This design comes from an exercise in tuning for small area on the open sky130 flow, not from production work. RTL that was checked went through simulation tests only; none was proved equivalent to the original. No functional check of the RTL was part of runs 3 and 4. The flow treats the clock pin as an ideal source, which a real chip does not have. Power and IR drop assume default switching activity.

## constraint.sdc

```tcl
create_clock -name core_clock -period 10.0 [get_ports {clk}]
set_input_delay 2.0000 -clock core_clock [delete_from_list [all_inputs] [get_ports {clk}]]
set_output_delay 2.0000 -clock core_clock [all_outputs]
set_load 0.01 [all_outputs]
```

## flow/run.sh

```bash
#!/bin/bash
# Layout flow: the standard flow (standard.sh) with a few changes that only
# affect how the layout is made:
#  - synthesis maps the logic with area-driven ABC scripts (area.abc, best of several
#    seeds) instead of ORFS's delay-biased abc_area.script; everything else in synthesis is the standard flow's own
#    script (synth_recipe.tcl), so the registers and their names are unchanged;
#  - port buffers use sky130_fd_sc_hd__buf_1;
#  - CTS uses smaller clock buffers and inserts no dummy loads;
#  - no adder extraction before ABC;
set -euo pipefail
W=$PWD
# area.abc holds one ABC script per line; each line becomes a script file, abc runs
# with each and the smallest mapping is kept (abc_best.tcl)
scripts=""
n=0
while IFS= read -r line; do
  [[ -z "$line" ]] && continue
  n=$((n + 1))
  printf '%s\n' "$line" > $W/area_$n.abc
  scripts="$scripts $W/area_$n.abc"
done < flow/area.abc
{
  printf 'set ::abc_best_scripts {%s}\n' "$scripts"
  cat flow/abc_best.tcl
  # no half/full-adder extraction: abc maps that logic better than fixed adder cells
  printf 'proc extract_fa {args} {}\n'
  cat synth_recipe.tcl
} > $W/area_synth.tcl
CTS="-sink_clustering_enable -repair_clock_nets -dont_use_dummy_load -root_buf sky130_fd_sc_hd__clkbuf_4 -buf_list sky130_fd_sc_hd__clkbuf_8"
if [[ -f flow/cts_args ]]; then CTS=$(cat flow/cts_args); fi
sed -e "s#SYNTH_SCRIPT=[^ ]*#SYNTH_SCRIPT=$W/area_synth.tcl#" \
    -e "s#\"\${@:-finish}\"#BUFFER_PORTS_ARGS='-buffer_cell sky130_fd_sc_hd__buf_1' CTS_ARGS='$CTS' POST_CTS_TCL=$W/flow/post_cts.tcl \"\${@:-finish}\"#" \
    standard.sh > $W/area_standard.sh
bash $W/area_standard.sh > $W/flow.log 2>&1
```

## flow/post_cts.tcl

```tcl
set clk_slew_limit 0.100
proc max_ff_clk_slew {} {
  set ms 0
  foreach p [get_pins -hierarchical */CLK] {
    set v [get_property $p slew_max]
    if {$v > $ms} { set ms $v }
  }
  return $ms
}
set sizes {sky130_fd_sc_hd__clkbuf_1 sky130_fd_sc_hd__clkbuf_2 sky130_fd_sc_hd__clkbuf_4 sky130_fd_sc_hd__clkbuf_8 sky130_fd_sc_hd__clkbuf_16}
estimate_parasitics -placement
puts "post_cts: max flip-flop clock slew from CTS: [max_ff_clk_slew]"
# start from the largest size, then shrink one buffer at a time
set orig_size [dict create]
foreach inst [get_cells clkbuf_*] {
  dict set orig_size [get_full_name $inst] [get_property $inst ref_name]
  if {[lsearch -exact $sizes [get_property $inst ref_name]] >= 0} {
    replace_cell $inst [lindex $sizes end]
  }
}
estimate_parasitics -placement
puts "post_cts: max flip-flop clock slew at the largest size: [max_ff_clk_slew]"
# shrink in rounds, one size step per buffer per round, leaf buffers before the root
# buffer (the one the clock port drives), until no buffer can shrink
set bufs {}
set roots {}
foreach inst [get_cells clkbuf_*] {
  if {[lsearch -exact $sizes [get_property $inst ref_name]] < 0} { continue }
  set drv [get_nets -of_objects [get_pins -of_objects $inst -filter "direction == input"]]
  if {[get_full_name $drv] eq "clk"} { lappend roots $inst } else { lappend bufs $inst }
}
set bufs [concat $bufs $roots]
set changed 1
while {$changed} {
  set changed 0
  foreach inst $bufs {
    set cur [get_property $inst ref_name]
    set ci [lsearch -exact $sizes $cur]
    if {$ci <= 0} { continue }
    replace_cell $inst [lindex $sizes [expr {$ci - 1}]]
    estimate_parasitics -placement
    if {[max_ff_clk_slew] <= $clk_slew_limit} {
      set changed 1
    } else {
      replace_cell $inst $cur
      estimate_parasitics -placement
    }
  }
}
foreach inst $bufs {
  puts "post_cts: [get_full_name $inst] [dict get $orig_size [get_full_name $inst]] -> [get_property $inst ref_name]"
}
puts "post_cts: max flip-flop clock slew after: [max_ff_clk_slew]"
detailed_placement
check_placement -verbose
estimate_parasitics -placement
```

## flow/area.abc

```
strash; &get -n; &deepsyn -T 45 -S 1; &put; strash; &get -n; &deepsyn -T 45 -S 51; &dch -f; &nf -R 1000; &put; topo
strash; &get -n; &deepsyn -T 45 -S 2; &put; strash; &get -n; &deepsyn -T 45 -S 52; &dch -f; &nf -R 1000; &put; topo
strash; &get -n; &deepsyn -T 45 -S 3; &put; strash; &get -n; &deepsyn -T 45 -S 53; &dch -f; &nf -R 1000; &put; topo
strash; &get -n; &deepsyn -T 45 -S 4; &put; strash; &get -n; &deepsyn -T 45 -S 54; &dch -f; &nf -R 1000; &put; topo
strash; &get -n; &deepsyn -T 45 -S 5; &put; strash; &get -n; &deepsyn -T 45 -S 55; &dch -f; &nf -R 1000; &put; topo
```

## standard.sh

```bash
#!/bin/bash
# synth_recipe.tcl (not shown) runs the flow's synth.tcl, then flattens the netlist and writes it again
# the make line also repeats each setting of config.mk as NAME=value (left out here)
make -C /OpenROAD-flow-scripts/flow DESIGN_CONFIG=/design/flow/config.mk WORK_HOME=/design/flow/orfs CLKGATE_MAP_FILE= SYNTH_SCRIPT=/design/flow/synth_recipe.tcl "${@:-finish}"
```

## design.v

```verilog
module wordle(switch_input, clk, enter, SS1, SS2, SS3, SS4, LED1, LED2, LED3, LED4, LED5, LED6, LED7, LED8, LED9, LED0, reset, rst);
	input [9:0] switch_input;
	input clk, enter, reset;
	input rst;  
	output reg [6:0] SS1, SS2, SS3, SS4;
	output reg LED1, LED2, LED3, LED4;
	output reg LED7, LED8, LED9, LED0;
	output LED5, LED6;
	localparam S0 = 4'd0, S1 = 4'd1, S2 = 4'd2, S3 = 4'd3, S4 = 4'd4,
	           S5 = 4'd5, S6 = 4'd6, S7 = 4'd7, S8 = 4'd8, S9 = 4'd9;
	reg [3:0] state, next_state;
	reg [2:0] count;                 
	reg rpd;                         
	reg [6:0] P;                     
	reg Bd, Bdd;                     
	reg m1, m2, m3, m4;              
	reg [1:0] S;                     
	reg [1:0] wm;                    
	reg [4:0] cc;                    
	reg [22:0] fc;                   
	reg slow_clk;
	reg enter_old, reset_old, B;
	reg led56;
	assign LED5 = led56;
	assign LED6 = led56;
	reg [6:0] seg;
	always @* begin
		case (switch_input)
		10'b1000000000 : seg = 7'b0001000;  
		10'b0100000000 : seg = 7'b1100000;  
		10'b0010000000 : seg = 7'b0110001;  
		10'b0001000000 : seg = 7'b1000010;  
		10'b0000100000 : seg = 7'b0110000;  
		10'b0000010000 : seg = 7'b0111000;  
		10'b0000001000 : seg = 7'b0000100;  
		10'b1000000001 : seg = 7'b1101000;  
		10'b0100000001 : seg = 7'b1001111;  
		10'b0010000001 : seg = 7'b1000111;  
		10'b0001000001 : seg = 7'b1111000;  
		10'b0000100001 : seg = 7'b1110001;  
		10'b0000010001 : seg = 7'b1011010;  
		10'b0000001001 : seg = 7'b1101010;  
		10'b1000000010 : seg = 7'b0000001;  
		10'b0100000010 : seg = 7'b0011000;  
		10'b0010000010 : seg = 7'b0001100;  
		10'b0001000010 : seg = 7'b1111010;  
		10'b0000100010 : seg = 7'b0100100;  
		10'b0000010010 : seg = 7'b1001110;  
		10'b0000001010 : seg = 7'b1000001;  
		10'b1000000100 : seg = 7'b1101011;  
		10'b0100000100 : seg = 7'b1001001;  
		10'b0010000100 : seg = 7'b1001000;  
		10'b0001000100 : seg = 7'b1000100;  
		10'b0000100100 : seg = 7'b0010010;  
		default        : seg = 7'b0000000;
		endcase
	end
	reg [27:0] w;
	always @* begin
		w = 28'b0;
		casez ({wm, cc})
		7'b0100000: w = 28'b1000010011000000010000111000;
		7'b0100001: w = 28'b0111000000100010000100110000;
		7'b0100010: w = 28'b0110001000100000001000110000;
		7'b0100011: w = 28'b1100000011000000010001000010;
		7'b0100100: w = 28'b0110000100001000001000110000;
		7'b0100101: w = 28'b0111000000100001100010110000;
		7'b0100110: w = 28'b1000010011000000010001000010;
		7'b0100111: w = 28'b0111000011000001100001000010;
		7'b0101000: w = 28'b0001000011000101100001000010;
		7'b0101001: w = 28'b1000010011000000010000111000;
		7'b0101010: w = 28'b0001000000010001100001000010;
		7'b0101011: w = 28'b0111000000100010000100110000;
		7'b0101100: w = 28'b1000010011000001100001000010;
		7'b0101101: w = 28'b0110001000100000001000110000;
		7'b0101110: w = 28'b1100000011000000010001000010;
		7'b0101111: w = 28'b0110000100001000001000110000;
		7'b011??00: w = 28'b0111000000100001100010110000;
		7'b011??01: w = 28'b1000010011000000010001000010;
		7'b011??10: w = 28'b0111000011000001100001000010;
		7'b011??11: w = 28'b0001000011000101100001000010;
		7'b1000000: w = 28'b1110001000100010110101100000;
		7'b1000001: w = 28'b0000100111000100010001011010;
		7'b1000010: w = 28'b0110001000100011010100110000;
		7'b1000011: w = 28'b1110001000100011010101000010;
		7'b1000100: w = 28'b1100000011000000010001101010;
		7'b1000101: w = 28'b1101010000100010110100110000;
		7'b1000110: w = 28'b1011010000100010000100110000;
		7'b1000111: w = 28'b1011010000100010011111000010;
		7'b1001000: w = 28'b1110001000100011010100110000;
		7'b1001001: w = 28'b1101000000100011010101000010;
		7'b1001010: w = 28'b1011010000100010011111101010;
		7'b1001011: w = 28'b1100000000100011010101000010;
		7'b1001100: w = 28'b0110001111000100010001101010;
		7'b1001101: w = 28'b1011010000100010011111110001;
		7'b1001110: w = 28'b1011010011000011010101000010;
		7'b1001111: w = 28'b0111000100111111100011011010;
		7'b101??00: w = 28'b1000010100111100010001110001;
		7'b101??01: w = 28'b1101010011000001100001000010;
		7'b101??10: w = 28'b1101010000100010011111110001;
		7'b101??11: w = 28'b1110001100111110110100001000;
		7'b?100000: w = 28'b0000100111000100000011001001;
		7'b?100001: w = 28'b1100000100111110011100100100;
		7'b?100010: w = 28'b0110001000000110000100110000;
		7'b?100011: w = 28'b1110001000000111010110110000;
		7'b?100100: w = 28'b0111000111000110011110011000;
		7'b?100101: w = 28'b0111000111000100000010011000;
		7'b?100110: w = 28'b0111000001100000001000001000;
		7'b?100111: w = 28'b1100000111000110000010110000;
		7'b?101000: w = 28'b0100100100111000010001111010;
		7'b?101001: w = 28'b0111000100111111110100110000;
		7'b?101010: w = 28'b0000100000000111100011000010;
		7'b?101011: w = 28'b1001001100111111010101000010;
		7'b?101100: w = 28'b0011000000100011110101111000;
		7'b?101101: w = 28'b1011010000000100000011101010;
		7'b?101110: w = 28'b1001001000100011010110110000;
		7'b?101111: w = 28'b1100000000000100000011111000;
		7'b?11??00: w = 28'b1001110111101001100000110000;
		7'b?11??01: w = 28'b0110001000100011100011011010;
		7'b?11??10: w = 28'b1111010000100010011111101010;
		7'b?11??11: w = 28'b1100000111101010011111011010;
		endcase
	end
	wire [6:0] SW1 = w[27:21], SW2 = w[20:14], SW3 = w[13:7], SW4 = w[6:0];
	wire [6:0] SWsel = state[2] ? SW4 : (state[1] ? (state[0] ? SW3 : SW2) : SW1);
	wire mnew = (seg == SWsel);
	wire [4:0] cc_next = (cc[4] & cc[1] & cc[0]) ? 5'd0 : cc + 5'd1;
	wire tc = (fc == 23'h4aeebd);
	wire ep = ~enter & enter_old;
	wire rp = ~reset & reset_old;
	reg [3:0] ns;
	reg [2:0] nc;
	always @* begin
		ns = rp ? S0 : next_state;
		nc = (rpd & ~(Bd & (state == S5))) ? 3'd0 : count;
		if (B) begin
			casez (state)
			S0: if (S != 2'd0) ns = S1;
			S1: ns = S2;
			S2: ns = S3;
			S3: ns = S4;
			S4: ns = S5;
			S5: begin
				ns = (count[2] & count[0]) ? S8 : ((m1 & m2 & m3 & m4) ? S7 : S6);
				nc = (count[2] & count[0]) ? 3'd0 : count + 3'd1;
			end
			S6: ns = S1;
			S7: ns = S0;
			4'b1??0: ns = S9;
			4'b1??1: ns = S0;
			endcase
		end
	end
	always @(posedge clk) begin
		if (rst) begin
			state <= S0; next_state <= S0;
			count <= 3'd0;
			S <= 2'd0; cc <= 5'd0;
			fc <= 23'd0; slow_clk <= 1'b0;
			enter_old <= 1'b0; reset_old <= 1'b0; B <= 1'b0;
		end else begin
			if (tc) begin
				fc <= 23'd0;
				slow_clk <= ~slow_clk;
			end else
				fc <= {fc[21:0], ~(fc[22] ^ fc[17])};
			enter_old <= enter;
			reset_old <= reset;
			B <= ep & ~rp & ~B;
			if (state == S0) cc <= cc_next;
			if (rp) S <= 2'd0;
			if (B & (state == S0))
				case (switch_input)
				10'b1000000000: S <= 2'd1;
				10'b0100000000: S <= 2'd2;
				10'b0010000000: S <= 2'd3;
				default: ;
				endcase
			next_state <= ns;
			state <= next_state;
			count <= nc;
		end
	end
	always @(posedge clk) begin
		rpd <= rp;
		Bd <= B;
		Bdd <= Bd;
		if (rp) begin
			m1 <= 1'b0; m2 <= 1'b0; m3 <= 1'b0; m4 <= 1'b0;
		end
		if (B) begin
			case (state)
			S0: if (S != 2'd0) wm <= S;
			S1: begin P <= seg; m1 <= mnew; end
			S2: begin P <= seg; m2 <= mnew; end
			S3: begin P <= seg; m3 <= mnew; end
			S4: begin P <= seg; m4 <= mnew; end
			default: ;
			endcase
		end
	end
	wire st0 = (state == S0), st1 = (state == S1), st2 = (state == S2), st3 = (state == S3),
	     st4 = (state == S4), st5 = (state == S5), st6 = (state == S6), st7 = (state == S7),
	     st8 = state[3] & ~state[0], st9 = state[3] & state[0];
	wire md_e = (switch_input == 10'b1000000000);
	wire md_m = (switch_input == 10'b0100000000);
	wire md_h = (switch_input == 10'b0010000000);
	wire md_s = ~(md_e | md_m | md_h);
	wire p2 = ~rpd & Bdd & st2, p3 = ~rpd & Bdd & st3, p4 = ~rpd & Bdd & st4, p5 = ~rpd & Bdd & st5;
	wire h1 = ~rpd & ~p2 & (st2 | st3 | st4 | st5);
	wire h2 = ~rpd & ~p3 & (st3 | st4 | st5);
	wire h3 = ~rpd & ~p4 & (st4 | st5);
	wire h4 = ~rpd & ~p5 & st5;
	wire [6:0] SS1n = ({7{st1}} & seg) | ({7{p2}} & P) | ({7{h1}} & SS1) | ({7{st9}} & SW1)
	                | ({7{st0 & md_e}} & 7'b0110000) | ({7{st0 & md_m}} & 7'b1011010)
	                | ({7{st0 & md_h}} & 7'b1101000) | ({7{st0 & md_s}} & 7'b0100100)
	                | ({7{st6}} & 7'b1111111) | ({7{st7}} & 7'b1001001) | ({7{st8}} & 7'b1110001);
	wire [6:0] SS2n = ({7{st2}} & seg) | ({7{p3}} & P) | ({7{h2}} & SS2) | ({7{st9}} & SW2)
	                | ({7{st0 & md_e}} & 7'b0001000) | ({7{st0 & md_m}} & 7'b0110000)
	                | ({7{st0 & md_h}} & 7'b0001000) | ({7{st0 & md_s}} & 7'b0110000)
	                | ({7{st1 | st6}} & 7'b1111111) | ({7{st7}} & 7'b1001111) | ({7{st8}} & 7'b0000001);
	wire [6:0] SS3n = ({7{st3}} & seg) | ({7{p4}} & P) | ({7{h3}} & SS3) | ({7{st9}} & SW3)
	                | ({7{st0 & md_e}} & 7'b0100100) | ({7{st0 & md_m}} & 7'b1000010)
	                | ({7{st0 & md_h}} & 7'b1111010) | ({7{st0 & md_s}} & 7'b1110001)
	                | ({7{st1 | st2 | st6}} & 7'b1111111) | ({7{st7}} & 7'b1101010) | ({7{st8}} & 7'b0100100);
	wire [6:0] SS4n = ({7{st4}} & seg) | ({7{p5}} & P) | ({7{h4}} & SS4) | ({7{st9}} & SW4)
	                | ({7{st0 & md_e}} & 7'b1000100) | ({7{st0 & md_m}} & 7'b1111111)
	                | ({7{st0 & md_h}} & 7'b1000010) | ({7{st0 & md_s}} & 7'b0110000)
	                | ({7{st1 | st2 | st3 | st6}} & 7'b1111111) | ({7{st7}} & 7'b0100100) | ({7{st8}} & 7'b0110000);
	always @(posedge clk) begin
		if (rst) begin
			SS1 <= 7'b1111111; SS2 <= 7'b1111111; SS3 <= 7'b1111111; SS4 <= 7'b1111111;
			LED1 <= 0; LED2 <= 0; LED3 <= 0; LED4 <= 0;
			led56 <= 0;
			LED7 <= 0; LED8 <= 0; LED9 <= 0; LED0 <= 0;
		end else begin
			SS1 <= SS1n; SS2 <= SS2n; SS3 <= SS3n; SS4 <= SS4n;
			if (st0) led56 <= 0;
			if (st6) begin
				LED1 <= m1; LED2 <= m2; LED3 <= m3; LED4 <= m4;
				LED0 <= (count != 3'd0);
				LED9 <= (count >= 3'd2);
				LED8 <= (count >= 3'd3);
				LED7 <= (count >= 3'd4);
			end
			if (st7) begin
				LED1 <= slow_clk; LED2 <= slow_clk; LED3 <= slow_clk; LED4 <= slow_clk;
				led56 <= slow_clk;
				LED7 <= slow_clk; LED8 <= slow_clk; LED9 <= slow_clk; LED0 <= slow_clk;
			end
			if (st8) begin
				LED7 <= 0; LED8 <= 0; LED9 <= 0; LED0 <= 0;
			end
		end
	end
endmodule
```

## config.mk

```make
export PLATFORM = sky130hd
export DESIGN_NAME = wordle
export DESIGN_NICKNAME = wordle
export VERILOG_FILES = /design/flow/design.v
export SDC_FILE = /design/flow/constraint.sdc
export NUM_CORES = 4
export LEC_CHECK = 0
export ABC_AREA = 1
export CAP_MARGIN = 20
export CORE_MARGIN = 2
export CORE_UTILIZATION = 60
export GPL_TIMING_DRIVEN = 0
export PLACE_DENSITY = 0.75
export SLEW_MARGIN = 20
```

## flow/abc_best.tcl

```tcl
# Replaces the abc step of the standard flow's synthesis script: abc runs once per script in
# $::abc_best_scripts (area-driven, differing only in deepsyn's random seed), starting
# each time from the same netlist, and the mapping with the smallest cell area is kept.
# Only the combinational logic between the registers is mapped here; the registers and
# their names are those of the standard flow's own synthesis.
proc my_cell_area {} {
  set txt [tee -q -s result.string stat -liberty [lindex $::env(LIB_FILES) 0]]
  if {[regexp {Chip area for module [^:]*:\s*([0-9.eE+]+)} $txt -> a]} { return $a }
  return 1e30
}
proc abc {args} {
  set i [lsearch -exact $args -script]
  if {$i < 0} { return [yosys abc {*}$args] }
  yosys design -save my_pre_abc
  set best 1e30
  set n 0
  foreach script $::abc_best_scripts {
    if {$n > 0} { yosys design -load my_pre_abc }
    lset args [expr {$i + 1}] $script
    yosys abc {*}$args
    set a [my_cell_area]
    puts "abc_best: $script -> area $a"
    if {$a < $best} { set best $a; yosys design -save my_best_abc }
    incr n
  }
  yosys design -load my_best_abc
  puts "abc_best: kept area $best"
}
```

==> results.tsv, run 1 <==
stage	metric	value	unit
synthesis	synthFlopType	dfxtp_1	
drt	drt_iter0_markers	989	
power_and_ir_drop	p_per_area	120	nW/µm²
sta	hold_violations	0	
layout	synthToLayoutAreaGrowth	8.88	%
drt	vias	6272	
critical_path	endpoint_kind	flop	
place	placed_area	5690	µm²
drt	wl_per_cell	22.4	µm
sta	setup_tns	0	ns
critical_path	startpoint_type	flop	
global_routing	track_usage	39.7	%
layout	final_area	5810	µm²
sta	timing.fmax	0.152	GHz
critical_path	crit_required	10.39	ns
clocking	cts_tree	done	
global_routing	grt_max_degree	32	
power_and_ir_drop	ir_drop	0.0875	mV
sta	final-setup-viol-count	0	
global_routing	antenna_found_initial	0	
floorplan	dieArea	9670	µm²
power_and_ir_drop	leakagePower	2.00	nW
place	port_buffers	51	
sta	final_max_slew_viol_count	0	
job	cap_violations	0	
critical_path	crit_fanout	24	
critical_path	critPathKind	flop to flop	
sta	hold-worst-slack	0.342	ns
clocking	insertion_delay	0.45	ns
global_routing	grt_pass1_wl	30600	µm
synthesis	synthArstFlopShare	0	%
layout	seqCellArea	2050	µm²
synthesis	netlist_top_cells_area	dfxtp_1 (33%), nand2_1 (7.5%), nor2_1 (5.7%)	
floorplan	pin_count	52	
floorplan	placementRows	34	
drt	ant_nets	0	
layout	fillerInstances	731	
synthesis	synth_seq_cells	98	
hold_path	hold_path_class	flop to flop	
floorplan	fp.dieW	98.3	µm
layout	final_core_util	67.0	%
place	place_congestion	1.05	
floorplan	initial_core_util	61.5	%
drt	wl	19400	µm
drt	viasPerCell	7.24	
synthesis	synth_cell_types	49	
sta	setup_slack	3.44	ns
synthesis	ys_warn_count	1	
synthesis	yosysTopAreaCellShare	33.4	%
sta	worst_slew_pin_slew	1.12	ns
clocking	clkTransAtPathRegs	0.10	ns
critical_path	arrival	6.95	ns
layout	nets	774	
synthesis	ys_seq_area_share	38.4	%
drt	route.detailed.drc	0	
synthesis	syn_inst	697	
sta	rsz0062_at_grt	false	
layout	n_antenna_cell	0	
layout	multi_input_area	3270	µm²
synthesis	yosysTopAreaCell	dfxtp_1	
synthesis	synth_edf_count	9	
floorplan	die_h	98.3	µm
place	dp_slack	3.93	ns
global_routing	grt_pass1_vias	5740	
place	dp_hpwl	14300	µm
floorplan	core	8680	µm²
drt	drtPass1Iterations	9	
sta	finalCritPeriodShare	65.6	%
sta	period_needed	6.56	ns
synthesis	syn_nets	711	
sta	max-slew-margin-rel	24.6	%
layout	drive_gt1_share	1.98	%
status	status	finished clean	
synthesis	syn_avg_cell_area	7.66	µm²
clocking	cts_sinks	98	
sta	clock_skew	0.0230	ns
global_routing	overflow	0	
synthesis	netlist_area	5340	µm²
==> through the flow <==
step	total power [mW]	cells
6_report	0.701	866
3_3_place_gp	0.505	856
5_1_grt	0.718	866
3_5_place_dp	0.506	857
2_1_floorplan	0.472	697
==> area by class of cell <==
class / count / share of cell area [%]
inverter: 9 / 0.581
timing repair buffer: 52 / 3.42
tap: 108 / 2.32
multi-input combinational: 589 / 56.3
clock buffer: 9 / 2.00
buffer: 1 / 0.129
sequential: 98 / 35.3
==> kinds of logic (layout without fill, tap and decap cells) <==
logic type | count (synthesis) | count (layout) | synth area share, %
buffers and inverters | 10 | 71 | 0.773
XOR/XNOR | 6 | 6 | 0.984
AND/OR/NAND/NOR | 393 | 393 | 35.9
flip-flops | 98 | 98 | 38.4
AO/OA/AOI/OAI | 190 | 190 | 23.9
==> synthesized netlist by cell type (8+ instances only) <==
library cell / instances
a21oi_1: 47
a221o_1: 10
a221oi_1: 14
and2_0: 28
clkinv_1: 9
dfxtp_1: 89
edfxtp_1: 9
nand2_1: 106
nand2b_1: 15
nand3_1: 36
nand4_1: 16
nor2_1: 81
nor2b_1: 23
nor3_1: 43
nor4_1: 8
o211ai_1: 8
o21ai_0: 43
o22ai_1: 10
or3_1: 8
==> layer usage <==
metal / global-route usage, % / wire [µm] / vias up
met4: 21.3 / 1240 / 0
met1: 54.2 / 7210 / 2852
met5: 0 / 0 / -
li1: - / - / 2742
met2: 58.8 / 8240 / 546
met3: 8.52 / 2690 / 132
==> critical path: stages (launching register included) <==
cell and delay [ns]:
dfxtp_1 0.61, nor2_1 0.85, nand2_1 0.22, a2111oi_0 0.74, nor2_1 0.24, nand2_1 0.23, nor2_1 0.08, nor3_1 0.25
nand2_1 0.13, a21oi_1 0.42, or3_1 0.18, a31o_1 0.22, o2111ai_1 0.13, clkinv_1 0.13, nand3_1 0.12, nand4_1 0.31
o21a_1 0.18, o211ai_1 0.19, a221oi_1 0.37, xor2_1 0.22, nand3_1 0.10, nor2_1 0.38, a32o_1 0.21
==> layout by cell type, fill, tap and decap left out, drive strengths merged, types with 4 or more instances in the layout <==
master     n
nand3     36
nand4     16
a22o       4
nand2    106
dfxtp     89
a221oi    14
nand3b     6
nor2      81
o21ai     43
a211oi     6
buf       53
nor2b     23
a221o     10
nor3      43
o22ai     10
or2        7
a32o       4
and2      28
clkbuf     9
nand2b    15
edfxtp     9
a31oi      6
and3       6
o21a       4
or3        8
nor4       8
o2111ai    5
o211ai     8
a22oi      7
clkinv     9
a21oi     47
==> state kept, by name, summed over array words and instances, names as in the netlist, 2 cells and up <==
register / flops
P: 7
next_state: 4
SS1: 7
state: 4
fc: 23
SS2: 7
SS4: 7
cc: 5
SS3: 7
wm: 2
S: 2
count: 3
==> report_power, final <==
part           switching (mW)  internal (mW)
clock network           0.123         0.0760
logic                  0.0616         0.0284
registers              0.0104          0.402
==> path summary, 6_finish.rpt <==
| kind | endpoint | depth (start not counted) | startpoint | slack [ns] |
|---|---|---|---|---|
| worst max-delay path | m2 | 22 | cc[4] | 3.44 |
| worst min-delay path | Bdd | 0 | Bd | 0.34 |
| worst max register to register | m2 | 22 | cc[4] | 3.44 |
| worst min register to register | Bdd | 0 | Bd | 0.34 |
==> run 2: changes to the inputs <==
--- a/design.v
+++ b/design.v
@@ -155,7 +155,8 @@
 		if (rst) begin
 			state <= S0; next_state <= S0;
 			count <= 3'd0;
-			S <= 2'd0; cc <= 5'd0;
+			P <= 7'd0;
+			S <= 2'd0; wm <= 2'd0; cc <= 5'd0;
 			fc <= 23'd0; slow_clk <= 1'b0;
 			enter_old <= 1'b0; reset_old <= 1'b0; B <= 1'b0;
 		end else begin
@@ -169,13 +170,16 @@
 			B <= ep & ~rp & ~B;
 			if (state == S0) cc <= cc_next;
 			if (rp) S <= 2'd0;
-			if (B & (state == S0))
+			if (B & (state == S0)) begin
 				case (switch_input)
 				10'b1000000000: S <= 2'd1;
 				10'b0100000000: S <= 2'd2;
 				10'b0010000000: S <= 2'd3;
 				default: ;
 				endcase
+				if (S != 2'd0) wm <= S;
+			end
+			if (B & ((state == S1) | (state == S2) | (state == S3) | (state == S4))) P <= seg;
 			next_state <= ns;
 			state <= next_state;
 			count <= nc;
@@ -190,11 +194,10 @@
 		end
 		if (B) begin
 			case (state)
-			S0: if (S != 2'd0) wm <= S;
-			S1: begin P <= seg; m1 <= mnew; end
-			S2: begin P <= seg; m2 <= mnew; end
-			S3: begin P <= seg; m3 <= mnew; end
-			S4: begin P <= seg; m4 <= mnew; end
+			S1: m1 <= mnew;
+			S2: m2 <= mnew;
+			S3: m3 <= mnew;
+			S4: m4 <= mnew;
 			default: ;
 			endcase
 		end
==> run 2 against run 1 <==
- still clean
- first-iteration DRC count rose by 33%
- clock skew rose by 0.0032 ns
- final area fell by 1.1%
- routed wire length fell by 1.4%
- die area fell by 1.0%
- worst hold slack improved by 0.017 ns
- critical path depth fell by 3
==> results.tsv, run 2 <==
stage	metric	value	unit	change
synthesis	synth_common_cells	nand2_1 (119), dfxtp_1 (98), nor2_1 (89)		
sta	setup_tns	0	ns	unchanged
power_and_ir_drop	netSwitchingPower	0.177	mW	-8.8%
sta	period_needed	6.40	ns	-0.160 ns
critical_path	path_cells	buf_1, or3_1, nor3_1, nand2_1, nor2_1, nand3_1, o41a_1, o21ai_0, a2111o_1, or3_1, nor2_1, a221oi_1, nand4_1, xnor2_1, a2111oi_0, o311ai_0, nor4_1, clkinv_1, o21ai_0		
clocking	clkTransAtPathRegs	0.08	ns	-0.02 ns
hold_path	hold_path_class	flop to flop		
clocking	cts_tree	done		
sta	hold_violations	0		unchanged
sta	setup_slack	3.60	ns	+0.160 ns
power_and_ir_drop	p_per_area	117	nW/µm²	-3.0%
layout	nets	777		+0.39%
sta	final_max_slew_viol_count	0		unchanged
sta	final-setup-viol-count	0		unchanged
synthesis	netlist_top_cells_area	dfxtp_1 (37%), nand2_1 (8.5%), nor2_1 (6.3%)		
status	status	finished clean		
floorplan	initial_core_util	61.2	%	-0.35 points
place	place_congestion	1.17		+11%
critical_path	critPathKind	input pin to flop		
synthesis	synth_seq_cells	98		unchanged
synthesis	yosysTopAreaCell	dfxtp_1		
power_and_ir_drop	leakagePower	2.09	nW	+4.5%
global_routing	overflow	0		unchanged
layout	final_area	5750	µm²	-1.1%
clocking	cts_sinks	98		unchanged
drt	ant_nets	0		unchanged
power_and_ir_drop	power_frac_seq	60.8	%	+2.0 points
floorplan	pin_count	52		unchanged
power_and_ir_drop	p_total	0.672	mW	-4.1%
critical_path	endpoint_kind	flop		
synthesis	syn_avg_cell_area	7.54	µm²	-1.6%
critical_path	rrSetupSlack	3.62	ns	+0.18 ns
drt	wl	19100	µm	-1.4%
layout	largest-register	fc		
synthesis	synth.most_common_cell	nand2_1		
place	port_buffers	51		unchanged
global_routing	grt_max_degree	29		-9.4%
critical_path	crit_required	10.34	ns	-0.05 ns
power_and_ir_drop	switching_share	26.4	%	-1.4 points
power_and_ir_drop	pwr-share-clk	30.2	%	+1.9 points
sta	finalCritPeriodShare	64.0	%	-1.6 points
floorplan	dieArea	9570	µm²	-1.0%
floorplan	fp.dieW	97.8	µm	-0.51%
layout	synthToLayoutAreaGrowth	8.86	%	about the same
power_and_ir_drop	ir_drop	0.122	mV	+39%
synthesis	synthFlopType	dfxtp_1		
sta	clock_skew	0.0262	ns	+0.00316 ns
power_and_ir_drop	internal-power	0.495	mW	-2.2%
floorplan	placementRows	34		unchanged
job	cap_violations	0		unchanged
floorplan	die_h	97.8	µm	-0.51%
sta	worst_slew_pin_slew	1.16	ns	+0.0419 ns
synthesis	ys_seq_area_share	37.1	%	-1.3 points
global_routing	track_usage	39.4	%	-0.30 points
synthesis	yosysTopAreaCellShare	37.1	%	+3.8 points
drt	drt_iter0_markers	1319		+33%
floorplan	core	8640	µm²	-0.49%
layout	drive_gt1_share	1.84	%	-0.14 points
synthesis	synth_cell_types	53		+8.2%
layout	instances_no_fill	869		+0.35%
layout	largest_register_ff_count	23		unchanged
critical_path	arrival	6.74	ns	-0.21 ns
global_routing	antenna_found_initial	0		unchanged
global_routing	grt_pass1_wl	30700	µm	+0.27%
drt	wl_per_cell	22.0	µm	-1.8%
synthesis	ys_warn_count	1		unchanged
drt	drtPass1Iterations	9		unchanged
critical_path	startpoint_type	input pin		
place	place_inst	860		+0.35%
critical_path	cpMaxStageDelayCell	nor4_1		
critical_path	cp_slowest_stage_delay	0.46	ns	-0.39 ns
synthesis	netlist_area	5280	µm²	-1.1%
drt	vias	6390		+1.9%
sta	timing.fmax	0.156	GHz	+2.5%
layout	n_antenna_cell	0		unchanged
critical_path	crit_fanout	8		-67%
clocking	insertion_delay	0.44	ns	about the same
drt	viasPerCell	7.35		+1.5%
layout	mostFrequentLayoutCells	nand2_1 (119), dfxtp_1 (98), nor2_1 (89), buf_1 (50), nand3_1 (47)		
sta	max-slew-margin-rel	21.8	%	-2.8 points
place	placed_area	5620	µm²	-1.1%
drt	route.detailed.drc	0		unchanged
synthesis	syn_nets	715		+0.56%
place	dp_slack	3.47	ns	-0.465 ns
synthesis	synthArstFlopShare	0	%	unchanged
synthesis	synth_edf_count	0		-9
global_routing	grt_pass1_vias	6093		+6.1%
synthesis	syn_inst	701		+0.57%
layout	fillerInstances	713		-2.5%
power_and_ir_drop	comb_power_share	9.1	%	-3.8 points
layout	layout_commonest_cell	nand2_1		
place	dp_hpwl	13900	µm	-2.3%
sta	rsz0062_at_grt	false		
-- run 2: worst max-delay path, delay by kind of cell --
family          cells  cell delay (ns)
buf+inv             2             0.40
xor+xnor            1             0.25
compound gates      7             1.82
simple gates        9             2.28
-- run 2: kinds of logic (layout without fill, tap and decap cells) --
logic type                 count (synthesis)  count (layout)  synth area share, %
DFF                                       98              98                 37.1
muxes                                      1               1                0.213
and+or+nand+nor                          385             385                 34.6
adders and majority gates                  1               1                0.189
AOI/OAI and AO/OA                        193             193                 25.1
xor gates and xnor gates                  11              11                 1.82
buffers and inverters                     12              72                0.924
-- run 2: metal layers --
layer  share of wire, %  global-route usage (%)  wire length (µm)  up-vias
met4                6.4                    22.0              1210        0
met5                  0                       0                 0        -
li1                   -                       -                 -     2755
met3                 15                    10.9              2910      152
met2                 42                    59.6              8110      636
met1                 36                    50.8              6860     2847
-- run 2: worst paths after layout --
check / start / end / cells after the start
setup reg to reg: cc[4] / m4 / 20
hold / removal: Bd / Bdd / 0
hold reg to reg: Bd / Bdd / 0
setup / recovery: switch_input[5] / m4 / 19
-- run 2: cell type report --
type / count / area (µm²) / share of cell area (%)
tap: 108 / 135 / 2.35
buffer: 1 / 7.51 / 0.131
inverter: 11 / 41.3 / 0.718
multi-input combinational: 591 / 3290 / 57.2
timing repair buffer: 51 / 193 / 3.35
clock buffer: 9 / 123 / 2.13
sequential: 98 / 1960 / 34.1
-- run 2: power by group through the flow --
stage / clock (mW) / combinational [mW] / sequential, mW
5_1_grt: 0.214 / 0.0661 / 0.409
6_report: 0.203 / 0.0611 / 0.408
2_1_floorplan: 0 / 0.0342 / 0.415
3_3_place_gp: 0 / 0.0582 / 0.416
3_5_place_dp: 0 / 0.0575 / 0.417
-- run 2: per-stage QoR --
stage                     hold WS [ns]  utilization [%]
after floorplan                  0.326                -
after global placement           0.330             65.0
after detailed placement         0.347             65.1
after global routing             0.373             66.6
final                            0.359             66.6
==> run 3: changes to the inputs <==
--- a/design.v
+++ b/design.v
@@ -55,72 +55,79 @@
 		default        : seg = 7'b0000000;
 		endcase
 	end
-	reg [27:0] w;
+	reg [27:0] t1, t2, t3;
 	always @* begin
-		w = 28'b0;
-		casez ({wm, cc})
-		7'b0100000: w = 28'b1000010011000000010000111000;
-		7'b0100001: w = 28'b0111000000100010000100110000;
-		7'b0100010: w = 28'b0110001000100000001000110000;
-		7'b0100011: w = 28'b1100000011000000010001000010;
-		7'b0100100: w = 28'b0110000100001000001000110000;
-		7'b0100101: w = 28'b0111000000100001100010110000;
-		7'b0100110: w = 28'b1000010011000000010001000010;
-		7'b0100111: w = 28'b0111000011000001100001000010;
-		7'b0101000: w = 28'b0001000011000101100001000010;
-		7'b0101001: w = 28'b1000010011000000010000111000;
-		7'b0101010: w = 28'b0001000000010001100001000010;
-		7'b0101011: w = 28'b0111000000100010000100110000;
-		7'b0101100: w = 28'b1000010011000001100001000010;
-		7'b0101101: w = 28'b0110001000100000001000110000;
-		7'b0101110: w = 28'b1100000011000000010001000010;
-		7'b0101111: w = 28'b0110000100001000001000110000;
-		7'b011??00: w = 28'b0111000000100001100010110000;
-		7'b011??01: w = 28'b1000010011000000010001000010;
-		7'b011??10: w = 28'b0111000011000001100001000010;
-		7'b011??11: w = 28'b0001000011000101100001000010;
-		7'b1000000: w = 28'b1110001000100010110101100000;
-		7'b1000001: w = 28'b0000100111000100010001011010;
-		7'b1000010: w = 28'b0110001000100011010100110000;
-		7'b1000011: w = 28'b1110001000100011010101000010;
-		7'b1000100: w = 28'b1100000011000000010001101010;
-		7'b1000101: w = 28'b1101010000100010110100110000;
-		7'b1000110: w = 28'b1011010000100010000100110000;
-		7'b1000111: w = 28'b1011010000100010011111000010;
-		7'b1001000: w = 28'b1110001000100011010100110000;
-		7'b1001001: w = 28'b1101000000100011010101000010;
-		7'b1001010: w = 28'b1011010000100010011111101010;
-		7'b1001011: w = 28'b1100000000100011010101000010;
-		7'b1001100: w = 28'b0110001111000100010001101010;
-		7'b1001101: w = 28'b1011010000100010011111110001;
-		7'b1001110: w = 28'b1011010011000011010101000010;
-		7'b1001111: w = 28'b0111000100111111100011011010;
-		7'b101??00: w = 28'b1000010100111100010001110001;
-		7'b101??01: w = 28'b1101010011000001100001000010;
-		7'b101??10: w = 28'b1101010000100010011111110001;
-		7'b101??11: w = 28'b1110001100111110110100001000;
-		7'b?100000: w = 28'b0000100111000100000011001001;
-		7'b?100001: w = 28'b1100000100111110011100100100;
-		7'b?100010: w = 28'b0110001000000110000100110000;
-		7'b?100011: w = 28'b1110001000000111010110110000;
-		7'b?100100: w = 28'b0111000111000110011110011000;
-		7'b?100101: w = 28'b0111000111000100000010011000;
-		7'b?100110: w = 28'b0111000001100000001000001000;
-		7'b?100111: w = 28'b1100000111000110000010110000;
-		7'b?101000: w = 28'b0100100100111000010001111010;
-		7'b?101001: w = 28'b0111000100111111110100110000;
-		7'b?101010: w = 28'b0000100000000111100011000010;
-		7'b?101011: w = 28'b1001001100111111010101000010;
-		7'b?101100: w = 28'b0011000000100011110101111000;
-		7'b?101101: w = 28'b1011010000000100000011101010;
-		7'b?101110: w = 28'b1001001000100011010110110000;
-		7'b?101111: w = 28'b1100000000000100000011111000;
-		7'b?11??00: w = 28'b1001110111101001100000110000;
-		7'b?11??01: w = 28'b0110001000100011100011011010;
-		7'b?11??10: w = 28'b1111010000100010011111101010;
-		7'b?11??11: w = 28'b1100000111101010011111011010;
-		endcase
-	end
+		t1 = 28'b0;
+		casez (cc)
+		5'b00000: t1 = 28'b1000010011000000010000111000;
+		5'b00001: t1 = 28'b0111000000100010000100110000;
+		5'b00010: t1 = 28'b0110001000100000001000110000;
+		5'b00011: t1 = 28'b1100000011000000010001000010;
+		5'b00100: t1 = 28'b0110000100001000001000110000;
+		5'b00101: t1 = 28'b0111000000100001100010110000;
+		5'b00110: t1 = 28'b1000010011000000010001000010;
+		5'b00111: t1 = 28'b0111000011000001100001000010;
+		5'b01000: t1 = 28'b0001000011000101100001000010;
+		5'b01001: t1 = 28'b1000010011000000010000111000;
+		5'b01010: t1 = 28'b0001000000010001100001000010;
+		5'b01011: t1 = 28'b0111000000100010000100110000;
+		5'b01100: t1 = 28'b1000010011000001100001000010;
+		5'b01101: t1 = 28'b0110001000100000001000110000;
+		5'b01110: t1 = 28'b1100000011000000010001000010;
+		5'b01111: t1 = 28'b0110000100001000001000110000;
+		5'b1??00: t1 = 28'b0111000000100001100010110000;
+		5'b1??01: t1 = 28'b1000010011000000010001000010;
+		5'b1??10: t1 = 28'b0111000011000001100001000010;
+		5'b1??11: t1 = 28'b0001000011000101100001000010;
+		endcase
+		t2 = 28'b0;
+		casez (cc)
+		5'b00000: t2 = 28'b1110001000100010110101100000;
+		5'b00001: t2 = 28'b0000100111000100010001011010;
+		5'b00010: t2 = 28'b0110001000100011010100110000;
+		5'b00011: t2 = 28'b1110001000100011010101000010;
+		5'b00100: t2 = 28'b1100000011000000010001101010;
+		5'b00101: t2 = 28'b1101010000100010110100110000;
+		5'b00110: t2 = 28'b1011010000100010000100110000;
+		5'b00111: t2 = 28'b1011010000100010011111000010;
+		5'b01000: t2 = 28'b1110001000100011010100110000;
+		5'b01001: t2 = 28'b1101000000100011010101000010;
+		5'b01010: t2 = 28'b1011010000100010011111101010;
+		5'b01011: t2 = 28'b1100000000100011010101000010;
+		5'b01100: t2 = 28'b0110001111000100010001101010;
+		5'b01101: t2 = 28'b1011010000100010011111110001;
+		5'b01110: t2 = 28'b1011010011000011010101000010;
+		5'b01111: t2 = 28'b0111000100111111100011011010;
+		5'b1??00: t2 = 28'b1000010100111100010001110001;
+		5'b1??01: t2 = 28'b1101010011000001100001000010;
+		5'b1??10: t2 = 28'b1101010000100010011111110001;
+		5'b1??11: t2 = 28'b1110001100111110110100001000;
+		endcase
+		t3 = 28'b0;
+		casez (cc)
+		5'b00000: t3 = 28'b0000100111000100000011001001;
+		5'b00001: t3 = 28'b1100000100111110011100100100;
+		5'b00010: t3 = 28'b0110001000000110000100110000;
+		5'b00011: t3 = 28'b1110001000000111010110110000;
+		5'b00100: t3 = 28'b0111000111000110011110011000;
+		5'b00101: t3 = 28'b0111000111000100000010011000;
+		5'b00110: t3 = 28'b0111000001100000001000001000;
+		5'b00111: t3 = 28'b1100000111000110000010110000;
+		5'b01000: t3 = 28'b0100100100111000010001111010;
+		5'b01001: t3 = 28'b0111000100111111110100110000;
+		5'b01010: t3 = 28'b0000100000000111100011000010;
+		5'b01011: t3 = 28'b1001001100111111010101000010;
+		5'b01100: t3 = 28'b0011000000100011110101111000;
+		5'b01101: t3 = 28'b1011010000000100000011101010;
+		5'b01110: t3 = 28'b1001001000100011010110110000;
+		5'b01111: t3 = 28'b1100000000000100000011111000;
+		5'b1??00: t3 = 28'b1001110111101001100000110000;
+		5'b1??01: t3 = 28'b0110001000100011100011011010;
+		5'b1??10: t3 = 28'b1111010000100010011111101010;
+		5'b1??11: t3 = 28'b1100000111101010011111011010;
+		endcase
+	end
+	wire [27:0] w = wm[1] ? (wm[0] ? t3 : t2) : t1;
 	wire [6:0] SW1 = w[27:21], SW2 = w[20:14], SW3 = w[13:7], SW4 = w[6:0];
 	wire [6:0] SWsel = state[2] ? SW4 : (state[1] ? (state[0] ? SW3 : SW2) : SW1);
 	wire mnew = (seg == SWsel);
@@ -154,8 +161,9 @@
 	always @(posedge clk) begin
 		if (rst) begin
 			state <= S0; next_state <= S0;
-			count <= 3'd0;
-			P <= 7'd0;
+			count <= 3'd0; rpd <= 1'b0;
+			P <= 7'd0; Bd <= 1'b0; Bdd <= 1'b0;
+			m1 <= 1'b0; m2 <= 1'b0; m3 <= 1'b0; m4 <= 1'b0;
 			S <= 2'd0; wm <= 2'd0; cc <= 5'd0;
 			fc <= 23'd0; slow_clk <= 1'b0;
 			enter_old <= 1'b0; reset_old <= 1'b0; B <= 1'b0;
@@ -169,37 +177,34 @@
 			reset_old <= reset;
 			B <= ep & ~rp & ~B;
 			if (state == S0) cc <= cc_next;
-			if (rp) S <= 2'd0;
-			if (B & (state == S0)) begin
-				case (switch_input)
-				10'b1000000000: S <= 2'd1;
-				10'b0100000000: S <= 2'd2;
-				10'b0010000000: S <= 2'd3;
+			if (rp) begin
+				m1 <= 1'b0; m2 <= 1'b0; m3 <= 1'b0; m4 <= 1'b0;
+				S <= 2'd0;
+			end
+			if (B) begin
+				case (state)
+				S0: begin
+					case (switch_input)
+					10'b1000000000: S <= 2'd1;
+					10'b0100000000: S <= 2'd2;
+					10'b0010000000: S <= 2'd3;
+					default: ;
+					endcase
+					if (S != 2'd0) wm <= S;
+				end
+				S1: begin P <= seg; m1 <= mnew; end
+				S2: begin P <= seg; m2 <= mnew; end
+				S3: begin P <= seg; m3 <= mnew; end
+				S4: begin P <= seg; m4 <= mnew; end
 				default: ;
 				endcase
-				if (S != 2'd0) wm <= S;
-			end
-			if (B & ((state == S1) | (state == S2) | (state == S3) | (state == S4))) P <= seg;
+			end
 			next_state <= ns;
 			state <= next_state;
 			count <= nc;
-		end
-	end
-	always @(posedge clk) begin
-		rpd <= rp;
-		Bd <= B;
-		Bdd <= Bd;
-		if (rp) begin
-			m1 <= 1'b0; m2 <= 1'b0; m3 <= 1'b0; m4 <= 1'b0;
-		end
-		if (B) begin
-			case (state)
-			S1: m1 <= mnew;
-			S2: m2 <= mnew;
-			S3: m3 <= mnew;
-			S4: m4 <= mnew;
-			default: ;
-			endcase
+			rpd <= rp;
+			Bd <= B;
+			Bdd <= Bd;
 		end
 	end
 	wire st0 = (state == S0), st1 = (state == S1), st2 = (state == S2), st3 = (state == S3),
==> flow/area.abc (replaced) <==
strash; &get -n; &deepsyn -T 45 -S 1; &put; strash; &get -n; &deepsyn -T 45 -S 51; &dch -f; &nf -R 1000; &put; topo
strash; &get -n; &deepsyn -T 45 -S 2; &put; strash; &get -n; &deepsyn -T 45 -S 52; &dch -f; &nf -R 1000; &put; topo
strash; &get -n; &deepsyn -T 45 -S 3; &put; strash; &get -n; &deepsyn -T 45 -S 53; &dch -f; &nf -R 1000; &put; topo
--- a/config.mk
+++ b/config.mk
@@ -8,7 +8,7 @@
 export ABC_AREA = 1
 export CAP_MARGIN = 20
 export CORE_MARGIN = 2
-export CORE_UTILIZATION = 60
+export CORE_UTILIZATION = 40
 export GPL_TIMING_DRIVEN = 0
-export PLACE_DENSITY = 0.75
+export PLACE_DENSITY = 0.6
 export SLEW_MARGIN = 20
==> run 3 against run 2 <==
- highest routed layer unchanged
- critical endpoint is now m1
- sequential share of layout area decreased by 1.2 points
- global-route usage decreased by 9.3 points
- largest power group unchanged
- critical path type is now flop to flop
- sequential cell count unchanged
==> results.tsv, run 3 <==
stage	metric	value	unit	change
power_and_ir_drop	p_total	0.715	mW	+6.4%
sta	finalCritPeriodShare	55.4	%	-8.5 points
layout	largest-register	fc		
critical_path	path_cells	nor2b_1, and2_0, o211ai_1, nand2b_1, or4_1, nor2_1, or3_1, nor2_1, a22oi_1, or2_0, a31oi_1, nor4_1, a21oi_1, xor2_1, nor4_1, nand2_1, o21ai_0		
sta	max-slew-margin-rel	24.1	%	+2.3 points
sta	clock_skew	0.0295	ns	+0.00327 ns
floorplan	core	13200	µm²	+53%
sta	final_max_slew_viol_count	0		unchanged
global_routing	grt_max_degree	36		+24%
drt	vias	6327		-0.99%
critical_path	crit_fanout	22		+14
sta	worst_slew_pin_slew	1.13	ns	-0.0341 ns
drt	drt_iter0_markers	958		-27%
place	port_buffers	51		unchanged
synthesis	syn_inst	737		+5.1%
synthesis	synthArstFlopShare	0	%	unchanged
place	dp_slack	4.72	ns	+1.25 ns
synthesis	synth_edf_count	0		unchanged
power_and_ir_drop	p_per_area	120	nW/µm²	+2.5%
clocking	clkTransAtPathRegs	0.09	ns	about the same
synthesis	synthFlopType	dfxtp_1		
floorplan	fp.dieW	120	µm	+23%
floorplan	pin_count	52		unchanged
clocking	insertion_delay	0.62	ns	+0.18 ns
synthesis	netlist_top_cells_area	dfxtp_1 (36%), nand2_1 (8.5%), nor2_1 (7.3%)		
drt	wl_per_cell	22.1	µm	+0.51%
sta	hold_violations	0		unchanged
synthesis	ys_seq_area_share	36.4	%	-0.77 points
floorplan	dieArea	14400	µm²	+51%
global_routing	track_usage	30.1	%	-9.3 points
power_and_ir_drop	leakagePower	2.04	nW	-2.0%
clocking	cts_sinks	98		unchanged
synthesis	syn_nets	751		+5.0%
layout	fillerInstances	1378		+93%
hold_path	hold_path_class	flop to flop		
job	cap_violations	0		unchanged
sta	timing.fmax	0.180	GHz	+15%
power_and_ir_drop	netSwitchingPower	0.210	mW	+18%
synthesis	synth.most_common_cell	nand2_1		
synthesis	syn_avg_cell_area	7.32	µm²	-2.9%
global_routing	overflow	0		unchanged
synthesis	yosysTopAreaCellShare	36.4	%	-0.77 points
drt	route.detailed.drc	0		unchanged
sta	rsz0062_at_grt	false		
clocking	cts_tree	done		
critical_path	crit_required	10.50	ns	+0.16 ns
power_and_ir_drop	switching_share	29.3	%	+3.0 points
place	place_congestion	0.968		-17%
sta	setup_slack	4.46	ns	+0.854 ns
critical_path	endpoint_kind	flop		
power_and_ir_drop	pwr-share-clk	28.3	%	-1.9 points
layout	n_antenna_cell	0		unchanged
drt	viasPerCell	6.50		-12%
drt	drtPass1Iterations	6		-3
global_routing	grt_pass1_wl	33000	µm	+7.6%
power_and_ir_drop	ir_drop	0.0944	mV	-22%
power_and_ir_drop	comb_power_share	15.2	%	+6.1 points
synthesis	netlist_area	5400	µm²	+2.1%
floorplan	placementRows	42		+24%
critical_path	startpoint_type	flop		
drt	wl	21500	µm	+13%
synthesis	synth_cell_types	47		-11%
layout	nets	814		+4.8%
critical_path	arrival	6.05	ns	-0.69 ns
critical_path	critPathKind	flop to flop		
place	dp_hpwl	16300	µm	+17%
drt	ant_nets	0		unchanged
synthesis	yosysTopAreaCell	dfxtp_1		
sta	setup_tns	0	ns	unchanged
global_routing	antenna_found_initial	0		unchanged
power_and_ir_drop	internal-power	0.506	mW	+2.2%
floorplan	initial_core_util	40.9	%	-20 points
layout	synthToLayoutAreaGrowth	10.6	%	
floorplan	die_h	120	µm	+23%
layout	largest_register_ff_count	23		unchanged
synthesis	synth_seq_cells	98		unchanged
critical_path	cp_slowest_stage_delay	0.83	ns	+0.37 ns
synthesis	ys_warn_count	1		unchanged
global_routing	grt_pass1_vias	5883		-3.4%
sta	final-setup-viol-count	0		unchanged
critical_path	cpMaxStageDelayCell	dfxtp_1		
layout	mostFrequentLayoutCells	nand2_1 (122), nor2_1 (105), dfxtp_1 (97), o21ai_0 (63), buf_1 (50)		
layout	layout_commonest_cell	nand2_1		
synthesis	synth_common_cells	nand2_1 (122), nor2_1 (105), dfxtp_1 (98)		
sta	period_needed	5.54	ns	-0.854 ns
layout	drive_gt1_share	2.38	%	+0.54 points
power_and_ir_drop	power_frac_seq	56.6	%	-4.2 points
status	status	finished clean		
==> run 3: cell count changes after synthesis, moves of 5 or more <==
cell	before	now
a222oi_1	6	0
nor4_1	6	12
a221oi_1	16	11
o21ai_0	41	63
nand3_1	47	32
o22ai_1	10	16
and2_0	23	30
nand2b_1	8	13
a22o_1	9	3
o221ai_1	0	5
a21oi_1	38	49
nor2_1	89	105
==> run 3: metal layers <==
| metal | GRT usage [%] | part of all wire [%] |
|---|---|---|
| met5 | 0 | 0 |
| met2 | 43.6 | 43 |
| met4 | 12.4 | 3.3 |
| met3 | 7.18 | 11 |
| met1 | 42.5 | 42 |
==> run 3: cell type report <==
class	count	area, µm²	area share [%]
clock buffer	9	120	2.01
inverter	8	30.0	0.503
buffer	1	7.51	0.126
multi-input combinational	630	3430	57.5
sequential	98	1960	32.9
tap	176	220	3.69
timing repair buffer	52	198	3.31
==> run 3: per-stage QoR <==
stage               utilization, %  std cells  cell area, µm²  hold slack [ns]
floorplan                        -        737            5400            0.401
global placement              44.0        964            5810            0.411
detailed placement            44.3        965            5840            0.413
global route                  45.3        974            5970            0.448
finish                        45.3        974            5970            0.427
==> run 3: power by group through the flow <==
stage	Clock [mW]	Combinational, mW	Sequential (mW)
after detailed placement	0	0.104	0.414
after global placement	0	0.106	0.414
after global routing	0.223	0.116	0.406
final	0.202	0.108	0.405
after floorplan	0	0.0644	0.413
==> run 3: logic make-up (layout without fill, tap and decap cells) <==
logic type | Yosys count | after routing | share of synthesized area [%]
xor gates and xnor gates | 12 | 12 | 1.95
buffers and inverters | 9 | 70 | 0.696
DFF | 98 | 98 | 36.4
and+or+nand+nor | 395 | 395 | 34.3
AOI/OAI and AO/OA | 223 | 223 | 26.7
==> run 3: critical path, delay by kind of cell, from the launching register on <==
| kind | cells | cell delay (ns) |
|---|---|---|
| AND/OR/NAND/NOR | 11 | 3.24 |
| XOR/XNOR | 1 | 0.19 |
| AO/OA/AOI/OAI | 5 | 1.17 |
| flip-flops | 1 | 0.83 |
==> run 3: worst paths after layout <==
check / startpoint / end / cells past startpoint / slack, ns
setup reg to reg: cc[4] / m1 / 17 / 4.46
hold / removal: next_state[2] / state[2] / 2 / 0.43
hold reg to reg: next_state[2] / state[2] / 2 / 0.43
setup / recovery: cc[4] / m1 / 17 / 4.46
==> run 4: changes to the inputs <==
--- a/config.mk
+++ b/config.mk
@@ -8,7 +8,7 @@
 export ABC_AREA = 1
 export CAP_MARGIN = 20
 export CORE_MARGIN = 2
-export CORE_UTILIZATION = 40
+export CORE_UTILIZATION = 60
 export GPL_TIMING_DRIVEN = 0
-export PLACE_DENSITY = 0.6
+export PLACE_DENSITY = 0.75
 export SLEW_MARGIN = 20
==> run 4 against run 3 <==
- sequential power hardly changed
- sequential cell count is the same
- routed wire length decreased by 9.9%
- register-to-register slack better by 0.22 ns
- count of clock-buffer cells in the layout unchanged
- combinational power about the same
- fmax rose by 4.1%
- global-route usage rose by 9.2 points
==> results.tsv, run 4 <==
stage	metric	value	unit	change
layout	fillerInstances	786		-43%
layout	largest_register_ff_count	23		unchanged
drt	wl	19400	µm	-9.9%
sta	final-setup-viol-count	0		unchanged
sta	period_needed	5.33	ns	-0.218 ns
drt	wl_per_cell	21.4	µm	-3.0%
drt	ant_nets	0		unchanged
global_routing	grt_pass1_vias	5753		-2.2%
clocking	insertion_delay	0.55	ns	-0.07 ns
critical_path	endpoint_kind	flop		
layout	final_area	5870	µm²	-1.7%
synthesis	yosysTopAreaCellShare	36.4	%	unchanged
power_and_ir_drop	power_frac_seq	57.2	%	+0.6 points
drt	viasPerCell	7.07		+8.9%
global_routing	antenna_found_initial	0		unchanged
drt	route.detailed.drc	0		unchanged
synthesis	synth.most_common_cell	nand2_1		
critical_path	arrival	5.80	ns	-0.25 ns
synthesis	synth_compound_area_share	26.7	%	unchanged
sta	finalCritPeriodShare	53.3	%	-2.2 points
critical_path	r2r_end	m4		
place	placed_area	5750	µm²	-1.5%
critical_path	rrSetupSlack	4.67	ns	+0.22 ns
layout	instances_no_fill	905		-7.1%
global_routing	overflow	0		unchanged
layout	nets	813		-0.12%
place	port_buffers	51		unchanged
global_routing	grt_max_degree	36		unchanged
synthesis	synth_edf_count	0		unchanged
synthesis	synthFlopType	dfxtp_1		
critical_path	cp_slowest_stage_delay	0.83	ns	about the same
sta	timing.fmax	0.188	GHz	+4.1%
layout	seqCellArea	1960	µm²	about the same
layout	n_antenna_cell	0		unchanged
floorplan	initial_core_util	61.9	%	+21 points
synthesis	synth_top_family_by_area	simple AND/OR/NAND/NOR gates		
layout	multi_input_area	3430	µm²	-0.15%
clocking	cts_tree	done		
sta	clock_skew	0.0375	ns	+0.00801 ns
critical_path	cp_top_family	simple AND/OR/NAND/NOR gates		
place	place_inst	896		-7.2%
place	dp_hpwl	14600	µm	-11%
layout	synthToLayoutAreaGrowth	8.74	%	
floorplan	die_h	98.8	µm	-18%
clocking	clkTransAtPathRegs	0.09	ns	about the same
synthesis	yosys.area_share.adder	0	%	unchanged
floorplan	pin_count	52		unchanged
synthesis	synthArstFlopShare	0	%	unchanged
critical_path	startpoint_type	flop		
synthesis	synth_seq_cells	98		unchanged
sta	max-slew-margin-rel	20.4	%	-3.7 points
hold_path	hold_path_class	flop to flop		
critical_path	critPathKind	flop to flop		
power_and_ir_drop	p_per_area	121	nW/µm²	+0.61%
critical_path	path_cells	nor2b_1, and2_0, o211ai_1, nand2b_1, or4_1, nor2_1, or3_1, nor2_1, a22oi_1, or2_0, a31oi_1, nor4_1, a21oi_1, xor2_1, nor4_1, nand2_1, o21ai_0		
synthesis	synth_common_cells	nand2_1 (122), nor2_1 (105), dfxtp_1 (98)		
synthesis	netlist_area	5400	µm²	unchanged
job	cap_violations	0		unchanged
synthesis	ys_seq_area_share	36.4	%	unchanged
layout	layout_commonest_cell	nand2_1		
global_routing	grt_pass1_wl	30700	µm	-6.9%
sta	final_max_slew_viol_count	0		unchanged
power_and_ir_drop	comb_power_share	15.2	%	about the same
power_and_ir_drop	netSwitchingPower	0.206	mW	-1.9%
power_and_ir_drop	p_total	0.707	mW	-1.1%
critical_path	r2r_start	cc[4]		
synthesis	syn_avg_cell_area	7.32	µm²	unchanged
sta	rsz0062_at_grt	false		
power_and_ir_drop	switching_share	29.1	%	-0.24 points
clocking	cts_sinks	98		unchanged
sta	worst_slew_pin_slew	1.19	ns	+0.0616 ns
synthesis	yosysTopAreaCell	dfxtp_1		
synthesis	synthMuxAreaShare	0	%	unchanged
layout	largest-register	fc		
critical_path	r2r.worst_path.cells	17		unchanged
synthesis	netlist_top_cells_area	dfxtp_1 (36%), nand2_1 (8.5%), nor2_1 (7.3%)		
power_and_ir_drop	leakagePower	2.04	nW	-0.46%
critical_path	crit_fanout	22		unchanged
sta	hold_violations	0		unchanged
critical_path	crit_cells	17		unchanged
synthesis	syn_inst	737		unchanged
floorplan	core	8720	µm²	-34%
critical_path	crit_required	10.47	ns	-0.03 ns
drt	drt_iter0_markers	892		-6.9%
layout	drive_gt1_share	2.01	%	-0.37 points
place	place_congestion	1.11		+15%
drt	drtPass1Iterations	6		unchanged
critical_path	cp_num_buf_inv	0		unchanged
sta	setup_tns	0	ns	unchanged
power_and_ir_drop	internal-power	0.502	mW	-0.78%
floorplan	placementRows	34		-19%
synthesis	synth_simple_gate_area_share	34.3	%	unchanged
synthesis	syn_nets	751		unchanged
layout	mostFrequentLayoutCells	nand2_1 (122), nor2_1 (105), dfxtp_1 (98), o21ai_0 (63), buf_1 (50)		
global_routing	track_usage	39.3	%	+9.2 points
synthesis	ys_warn_count	1		unchanged
drt	vias	6401		+1.2%
critical_path	critPathCapture	m4		
power_and_ir_drop	ir_drop	0.119	mV	+26%
status	status	finished clean		
floorplan	fp.dieW	98.8	µm	-18%
synthesis	yosys.area_share.xor_xnor	1.95	%	unchanged
synthesis	synth_cell_types	47		unchanged
power_and_ir_drop	pwr-share-clk	27.6	%	-0.7 points
critical_path	cpMaxStageDelayCell	dfxtp_1		
floorplan	dieArea	9770	µm²	-32%
critical_path	critPathLaunch	cc[4]		
## run 4: worst min-delay path by stage
stage                        startpoint  endpoint  cells past startpoint
after floorplan           next_state[2]  state[2]                      2
after global routing      next_state[2]  state[2]                      2
after detailed placement  next_state[2]  state[2]                      2
final                     next_state[2]  state[2]                      2
after global placement    next_state[2]  state[2]                      2
## run 4: final cells by class
type                            instances  area share [%]
Timing Repair Buffer                   51            3.28
Sequential cell                        98            33.4
Clock buffer                            9            1.94
Inverter                                8           0.512
Buffer                                  1           0.128
Multi-Input combinational cell        630            58.4
Tap cell                              108            2.30
## run 4: logic make-up after synthesis
| logic type | Yosys count |
|---|---|
| simple gates | 395 |
| compound gates | 223 |
| flops | 98 |
| xor+xnor | 12 |
| buf+inv | 9 |
## run 4: power groups by stage
stage                     clock network (mW)  registers [mW]  logic [mW]
after floorplan                            0           0.413      0.0644
after global placement                     0           0.413       0.101
after detailed placement                   0           0.413       0.101
after global routing                   0.207           0.405       0.116
final                                  0.195           0.404       0.108
## run 4: stage by stage
stage	setup WS (ns)	util [%]	hold WS (ns)
finish	4.67	67.3	0.410
global placement	4.58	65.6	0.410
floorplan	5.85	-	0.401
detailed placement	4.85	66.0	0.423
global route	4.37	67.3	0.424
## run 4: routing by layer
layer / wire (µm) / part of all wire (%) / global-route usage [%] / vias to the layer above
met1: 7250 / 37 / 52.1 / 2872
li1: - / - / - / 2857
met2: 8680 / 45 / 61.8 / 558
met4: 1040 / 5.4 / 19.0 / 0
met5: 0 / 0 / 0 / -
met3: 2410 / 12 / 7.38 / 114
## run 4: worst register-to-register path, stage by stage, from the launching register on
cell and delay, ns:
dfxtp_1 0.83, nor2b_1 0.26, and2_0 0.36, o211ai_1 0.51, nand2b_1 0.13, or4_1 0.57
nor2_1 0.27, or3_1 0.20, nor2_1 0.08, a22oi_1 0.25, or2_0 0.18, a31oi_1 0.05
nor4_1 0.31, a21oi_1 0.10, xor2_1 0.17, nor4_1 0.62, nand2_1 0.19, o21ai_0 0.19

what the ideal ports hide:
The flow's constraints put no driver on any port. The routed layouts listed below were extracted and timed again, unchanged, in two steps.
Step 1 (the two cells are an assumption about what drives the block):
set clk [get_ports {clk}]
set_driving_cell -lib_cell sky130_fd_sc_hd__clkbuf_16 $clk
set_driving_cell -lib_cell sky130_fd_sc_hd__buf_2 [delete_from_list [all_inputs] $clk]
Step 2 moves the port delays by t, midway between the first and last clock arrival at a register: inputs arrive t later, outputs are due t later. That takes back most of the time a late clock gives input paths.
Slacks: ideal ports / drivers / drivers and shift; pairs: ideal ports / drivers.
| run | t, ns | setup WS [ns] | worst setup path after step 2 | worst register clock-pin slew, ns | pins driven straight from the clock port |
|---|---|---|---|---|---|
| run 1 | 0.470 | 3.442 / 3.442 / 3.442 | register to register | 0.10 / 0.10 | 1 |
| run 2 | 0.458 | 3.602 / 3.614 / 3.156 | input to register | 0.10 / 0.10 | 1 |
| run 3 | 0.640 | 4.457 / 4.457 / 4.457 | register to register | 0.10 / 0.10 | 1 |
| run 4 | 0.564 | 4.674 / 4.674 / 4.665 | input to register | 0.10 / 0.10 | 1 |
After both steps every run listed still meets setup and hold. The setup slack of run 2, which loses most, moves by +0.012 ns with the drivers and by -0.446 ns with both steps.
